This design comes from an exercise in tuning for small area and a short achievable clock period on the open sky130 flow, not from production work.
The RTL was checked by simulation tests, not by an equivalence proof against the original design.

Design hex_to_dec, start of the top module:
module hex_to_dec(
    input wire clk_25MHz,
    input wire [31: 0]hex,
    output wire [31: 0]dec
);
wire [3:0] w1;
wire w1_c;
dd_cell c1(.d({1'b0,hex[26],hex[25],hex[24]}), .b(hex[23]), .q(w1), .c(w1_c));
wire [3:0] w2;
wire w2_c;
dd_cell c2(.d({w1[3],w1[2],w1[1],w1[0]}), .b(hex[22]), .q(w2), .c(w2_c));
wire [3:0] w3;
wire w3_c;
dd_cell c3(.d({w2[3],w2[2],w2[1],w2[0]}), .b(hex[21]), .q(w3), .c(w3_c));
wire [3:0] w4;
wire w4_c;
dd_cell c4(.d({w3[3],w3[2],w3[1],w3[0]}), .b(hex[20]), .q(w4), .c(w4_c));
wire [3:0] w5;
wire w5_c;
dd_cell c5(.d({w4[3],w4[2],w4[1],w4[0]}), .b(hex[19]), .q(w5), .c(w5_c));
wire [3:0] w6;
wire w6_c;
dd_cell c6(.d({w1_c,w2_c,w3_c,w4_c}), .b(w5_c), .q(w6), .c(w6_c));
wire [3:0] w7;
wire w7_c;
dd_cell c7(.d({w5[3],w5[2],w5[1],w5[0]}), .b(hex[18]), .q(w7), .c(w7_c));
wire [3:0] w8;
wire w8_c;
dd_cell c8(.d({w6[3],w6[2],w6[1],w6[0]}), .b(w7_c), .q(w8), .c(w8_c));
wire [3:0] w9;
wire w9_c;
dd_cell c9(.d({w7[3],w7[2],w7[1],w7[0]}), .b(hex[17]), .q(w9), .c(w9_c));
wire [3:0] w10;
wire w10_c;
dd_cell c10(.d({w8[3],w8[2],w8[1],w8[0]}), .b(w9_c), .q(w10), .c(w10_c));
wire [3:0] w11;
wire w11_c;
dd_cell c11(.d({w9[3],w9[2],w9[1],w9[0]}), .b(hex[16]), .q(w11), .c(w11_c));
wire [3:0] w12;
wire w12_c;
dd_cell c12(.d({w10[3],w10[2],w10[1],w10[0]}), .b(w11_c), .q(w12), .c(w12_c));
wire [3:0] w13;
wire w13_c;
dd_cell c13(.d({1'b0,w6_c,w8_c,w10_c}), .b(w12_c), .q(w13), .c(w13_c));
wire [3:0] w14;
wire w14_c;
dd_cell c14(.d({w11[3],w11[2],w11[1],w11[0]}), .b(hex[15]), .q(w14), .c(w14_c));
wire [3:0] w15;
wire w15_c;
dd_cell c15(.d({w12[3],w12[2],w12[1],w12[0]}), .b(w14_c), .q(w15), .c(w15_c));
wire [3:0] w16;
wire w16_c;
dd_cell c16(.d({w13[3],w13[2],w13[1],w13[0]}), .b(w15_c), .q(w16), .c(w16_c));
wire [3:0] w17;
wire w17_c;
dd_cell c17(.d({w14[3],w14[2],w14[1],w14[0]}), .b(hex[14]), .q(w17), .c(w17_c));
wire [3:0] w18;
wire w18_c;
dd_cell c18(.d({w15[3],w15[2],w15[1],w15[0]}), .b(w17_c), .q(w18), .c(w18_c));
wire [3:0] w19;
wire w19_c;
dd_cell c19(.d({w16[3],w16[2],w16[1],w16[0]}), .b(w18_c), .q(w19), .c(w19_c));
wire [3:0] w20;
wire w20_c;
  ...
Settings: LEC_CHECK=0, ABC_AREA=1, CAP_MARGIN=20, CORE_MARGIN=2, CORE_UTILIZATION=40, SLEW_MARGIN=20, SYNTH_HIERARCHICAL=1, SYNTH_MINIMUM_KEEP_SIZE=0; clock period 75.0 ns.
run.sh (not shown) runs the stock make flow with config.mk's settings and CLKGATE_MAP_FILE= SYNTH_SCRIPT=/design/flow/synth_recipe.tcl, a recipe that flattens the netlist after the stock synthesis.
==> next run, changes <==
--- a/flow/config.mk
+++ b/flow/config.mk
@@ -11,4 +11,2 @@
 export CORE_UTILIZATION = 40
 export SLEW_MARGIN = 20
-export SYNTH_HIERARCHICAL = 1
-export SYNTH_MINIMUM_KEEP_SIZE = 0
Via count is higher by about a fifth.
Routed wire length went up by a quarter to a third.
First-iteration DRC count came out higher by about a fifth.
Sequential share of layout area goes down by 1.4 points.
Die area came out higher by roughly a tenth.
Final area goes up by about a fifth.
Maximum frequency went up slightly.
Worst setup slack gains 0.26 ns.
Clock-buffer cell count rises by 1.
Global-route usage increases by 1.7 points.

* * *

hex_to_dec, a different RTL version from the one above (not shown whole).
Size: ~30 flip-flops, roughly 5700 um^2 of cells after synthesis.
clock: 75.0 ns
lec_check: 0
abc_area: 1
cap_margin: 20
core_margin: 2
core_utilization: 40
cts_buf_list: sky130_fd_sc_hd__clkbuf_4
slew_margin: 20
synth_hierarchical: 1
synth_minimum_keep_size: 0
standard.sh (not shown) runs the stock make flow with config.mk's settings and CLKGATE_MAP_FILE= SYNTH_SCRIPT=/design/flow/synth_recipe.tcl, a recipe that flattens the netlist after the stock synthesis.
==> flow/flow/run.sh <==
#!/bin/bash
# The standard layout (standard.sh), with two changes:
# - the buffers that the flow puts on every input and output port are buf_1
#   cells instead of the resizer's default choice (a 10 um2 delay buffer);
# - the weakest drive of some cells is not used where the next drive has the
#   same area (o21ai_0 -> o21ai_1 and so on), so paths get faster at no area.
#   The list repeats the platform's own don't-use cells.
set -euo pipefail
DU="sky130_fd_sc_hd__probe_p_8 sky130_fd_sc_hd__probec_p_8 sky130_fd_sc_hd__lpflow_bleeder_1 sky130_fd_sc_hd__lpflow_clkbufkapwr_1 sky130_fd_sc_hd__lpflow_clkbufkapwr_16 sky130_fd_sc_hd__lpflow_clkbufkapwr_2 sky130_fd_sc_hd__lpflow_clkbufkapwr_4 sky130_fd_sc_hd__lpflow_clkbufkapwr_8 sky130_fd_sc_hd__lpflow_clkinvkapwr_1 sky130_fd_sc_hd__lpflow_clkinvkapwr_16 sky130_fd_sc_hd__lpflow_clkinvkapwr_2 sky130_fd_sc_hd__lpflow_clkinvkapwr_4 sky130_fd_sc_hd__lpflow_clkinvkapwr_8 sky130_fd_sc_hd__lpflow_decapkapwr_12 sky130_fd_sc_hd__lpflow_decapkapwr_3 sky130_fd_sc_hd__lpflow_decapkapwr_4 sky130_fd_sc_hd__lpflow_decapkapwr_6 sky130_fd_sc_hd__lpflow_decapkapwr_8 sky130_fd_sc_hd__lpflow_inputiso0n_1 sky130_fd_sc_hd__lpflow_inputiso0p_1 sky130_fd_sc_hd__lpflow_inputiso1n_1 sky130_fd_sc_hd__lpflow_inputiso1p_1 sky130_fd_sc_hd__lpflow_inputisolatch_1 sky130_fd_sc_hd__lpflow_isobufsrc_1 sky130_fd_sc_hd__lpflow_isobufsrc_16 sky130_fd_sc_hd__lpflow_isobufsrc_2 sky130_fd_sc_hd__lpflow_isobufsrc_4 sky130_fd_sc_hd__lpflow_isobufsrc_8 sky130_fd_sc_hd__lpflow_isobufsrckapwr_16 sky130_fd_sc_hd__lpflow_lsbuf_lh_hl_isowell_tap_1 sky130_fd_sc_hd__lpflow_lsbuf_lh_hl_isowell_tap_2 sky130_fd_sc_hd__lpflow_lsbuf_lh_hl_isowell_tap_4 sky130_fd_sc_hd__lpflow_lsbuf_lh_isowell_4 sky130_fd_sc_hd__lpflow_lsbuf_lh_isowell_tap_1 sky130_fd_sc_hd__lpflow_lsbuf_lh_isowell_tap_2 sky130_fd_sc_hd__lpflow_lsbuf_lh_isowell_tap_4  sky130_fd_sc_hd__o21ai_0 sky130_fd_sc_hd__a21boi_0 sky130_fd_sc_hd__and2_0 sky130_fd_sc_hd__or2_0 sky130_fd_sc_hd__o311ai_0"
bash standard.sh BUFFER_PORTS_ARGS="-buffer_cell sky130_fd_sc_hd__buf_1" DONT_USE_CELLS="$DU" finish > standard_make.log 2>&1
Then changed:
==> flow/flow/run.sh (replaced) <==
#!/bin/bash
# The standard layout (standard.sh), except that the buffers that the flow puts
# on every input and output port are buf_1 cells instead of the resizer's
# default choice (a 10 um2 delay buffer).
set -euo pipefail
bash standard.sh BUFFER_PORTS_ARGS="-buffer_cell sky130_fd_sc_hd__buf_1" finish > standard_make.log 2>&1
CORE_UTILIZATION = 65   (was 40)
PLACE_DENSITY = 0.8   (was default)
=>
- wire length goes down by 2.1%
- core utilization rose by 29 points
- synthesized cell count goes down by 6.8%
- clock-buffer cell count stays the same
Then changed:
==> flow/flow/run.sh (replaced) <==
#!/bin/bash
# The standard layout (standard.sh), with two changes:
# - the buffers that the flow puts on every input and output port are buf_1
#   cells instead of the resizer's default choice (a 10 um2 delay buffer);
# - after synthesis, cells whose next drive strength has the same area are
#   swapped to it (o21ai_0 -> o21ai_1 and so on, see swap.tcl): same
#   function, same area, faster.
set -euo pipefail
here=$(pwd)
args=(BUFFER_PORTS_ARGS="-buffer_cell sky130_fd_sc_hd__buf_1")
bash standard.sh "${args[@]}" synth > standard_synth.log 2>&1
res=orfs/results/$FLOW_PLATFORM/hex_to_dec/base
SWAP_DB=$res/1_synth.odb openroad -no_init -exit flow/swap.tcl > swap.log 2>&1
bash standard.sh "${args[@]}" finish > standard_finish.log 2>&1
==> flow/flow/swap.tcl (new file) <==
# Swap cells for the same-area next drive strength in the synthesized design.
set pairs {
  sky130_fd_sc_hd__o21ai_0 sky130_fd_sc_hd__o21ai_1
  sky130_fd_sc_hd__a21boi_0 sky130_fd_sc_hd__a21boi_1
  sky130_fd_sc_hd__and2_0 sky130_fd_sc_hd__and2_1
  sky130_fd_sc_hd__or2_0 sky130_fd_sc_hd__or2_2
  sky130_fd_sc_hd__or2_1 sky130_fd_sc_hd__or2_2
  sky130_fd_sc_hd__o311ai_0 sky130_fd_sc_hd__o311ai_1
  sky130_fd_sc_hd__a21bo_1 sky130_fd_sc_hd__a21bo_2
  sky130_fd_sc_hd__a31o_1 sky130_fd_sc_hd__a31o_2
  sky130_fd_sc_hd__mux2_1 sky130_fd_sc_hd__mux2_2
  sky130_fd_sc_hd__o211a_1 sky130_fd_sc_hd__o211a_2
  sky130_fd_sc_hd__o21ba_1 sky130_fd_sc_hd__o21ba_2
  sky130_fd_sc_hd__o221a_1 sky130_fd_sc_hd__o221a_2
  sky130_fd_sc_hd__or3b_1 sky130_fd_sc_hd__or3b_2
  sky130_fd_sc_hd__or4b_1 sky130_fd_sc_hd__or4b_2
  sky130_fd_sc_hd__and4bb_1 sky130_fd_sc_hd__and4bb_2
}
if {[info exists ::env(SWAP_EXTRA)]} { lappend pairs {*}$::env(SWAP_EXTRA) }
read_db $::env(SWAP_DB)
set db [ord::get_db]
set block [ord::get_db_block]
array set to {}
foreach {a b} $pairs { set to($a) $b }
set n 0
foreach inst [$block getInsts] {
  set m [[$inst getMaster] getName]
  if {[info exists to($m)]} {
    set nm [$db findMaster $to($m)]
    if {$nm ne "NULL" && $nm ne ""} {
      $inst swapMaster $nm
      incr n
    }
  }
}
puts "swapped $n cells"
write_db $::env(SWAP_DB)
CORE_UTILIZATION = 40   (was 65)
PLACE_DENSITY = default   (was 0.8)
Outcome: Cell area goes up slightly. Routed wire length rose by a few percent. Via count fell slightly.
Then changed:
==> flow/flow/run.sh (replaced) <==
#!/bin/bash
# The standard layout (standard.sh), except that the buffers that the flow puts
# on every input and output port are buf_1 cells instead of the resizer's
# default choice (a 10 um2 delay buffer).
set -euo pipefail
bash standard.sh BUFFER_PORTS_ARGS="-buffer_cell sky130_fd_sc_hd__buf_1" finish > standard_make.log 2>&1
removed: flow/flow/swap.tcl
The new run produced a clean layout. First-iteration DRC count goes up by 25%. Wire length goes up by 0.36%. Hold slack gets worse by 0.0071 ns. Count of clock-buffer cells in the layout stays the same. Critical path depth goes down by 4. Synthesized cell count is unchanged. Fmax goes down by 1.7%.

## re-timing with driven ports
The results above use ideal ports. As a check the final layouts listed here were re-extracted and re-timed, cells and wires unchanged. Step 1 sets driving cells, clkbuf_16 on the clock port and buf_2 on the other inputs (assumed; they add their load-dependent delay and slew). Step 2 adds t to the input delays and takes it off the output delays; t is the mean of the earliest and latest rising clock arrival at the registers after step 1. Input paths then give back, and output paths get back, about the clock's delay inside the block. a / b / c = ideal ports / drivers / drivers and shift; a / b = the first two.
| run | shift t [ns] | setup slack, ns | worst hold slack (ns) | worst setup path at the end | slew at the worst register clock pin (ns) |
|---|---|---|---|---|---|
| the first run of note 1 | 0.310 | 54.684 / 54.647 / 54.958 | 15.163 / 15.147 / 15.457 | register to output | 0.05 / 0.05 |
| the second run of note 1 | 0.300 | 54.948 / 54.918 / 55.218 | 15.166 / 15.158 / 15.458 | register to output | 0.05 / 0.05 |
| the first run of note 2 | 0.338 | 55.842 / 55.817 / 55.546 | 14.761 / 14.758 / 15.095 | input to register | 0.10 / 0.10 |
| the second run of note 2 | 0.342 | 55.451 / 55.424 / 55.241 | 14.764 / 14.761 / 15.103 | input to register | 0.09 / 0.09 |
| the third run of note 2 | 0.344 | 55.840 / 55.811 / 55.521 | 14.759 / 14.755 / 15.099 | input to register | 0.10 / 0.10 |
| the fourth run of note 2 | 0.351 | 55.500 / 55.472 / 55.247 | 14.752 / 14.748 / 15.099 | input to register | 0.10 / 0.10 |
After both steps setup and hold are still met in every run listed. For the third run of note 2, which loses most, drivers alone change the setup slack by -0.029 ns; drivers and shift together by -0.319 ns.
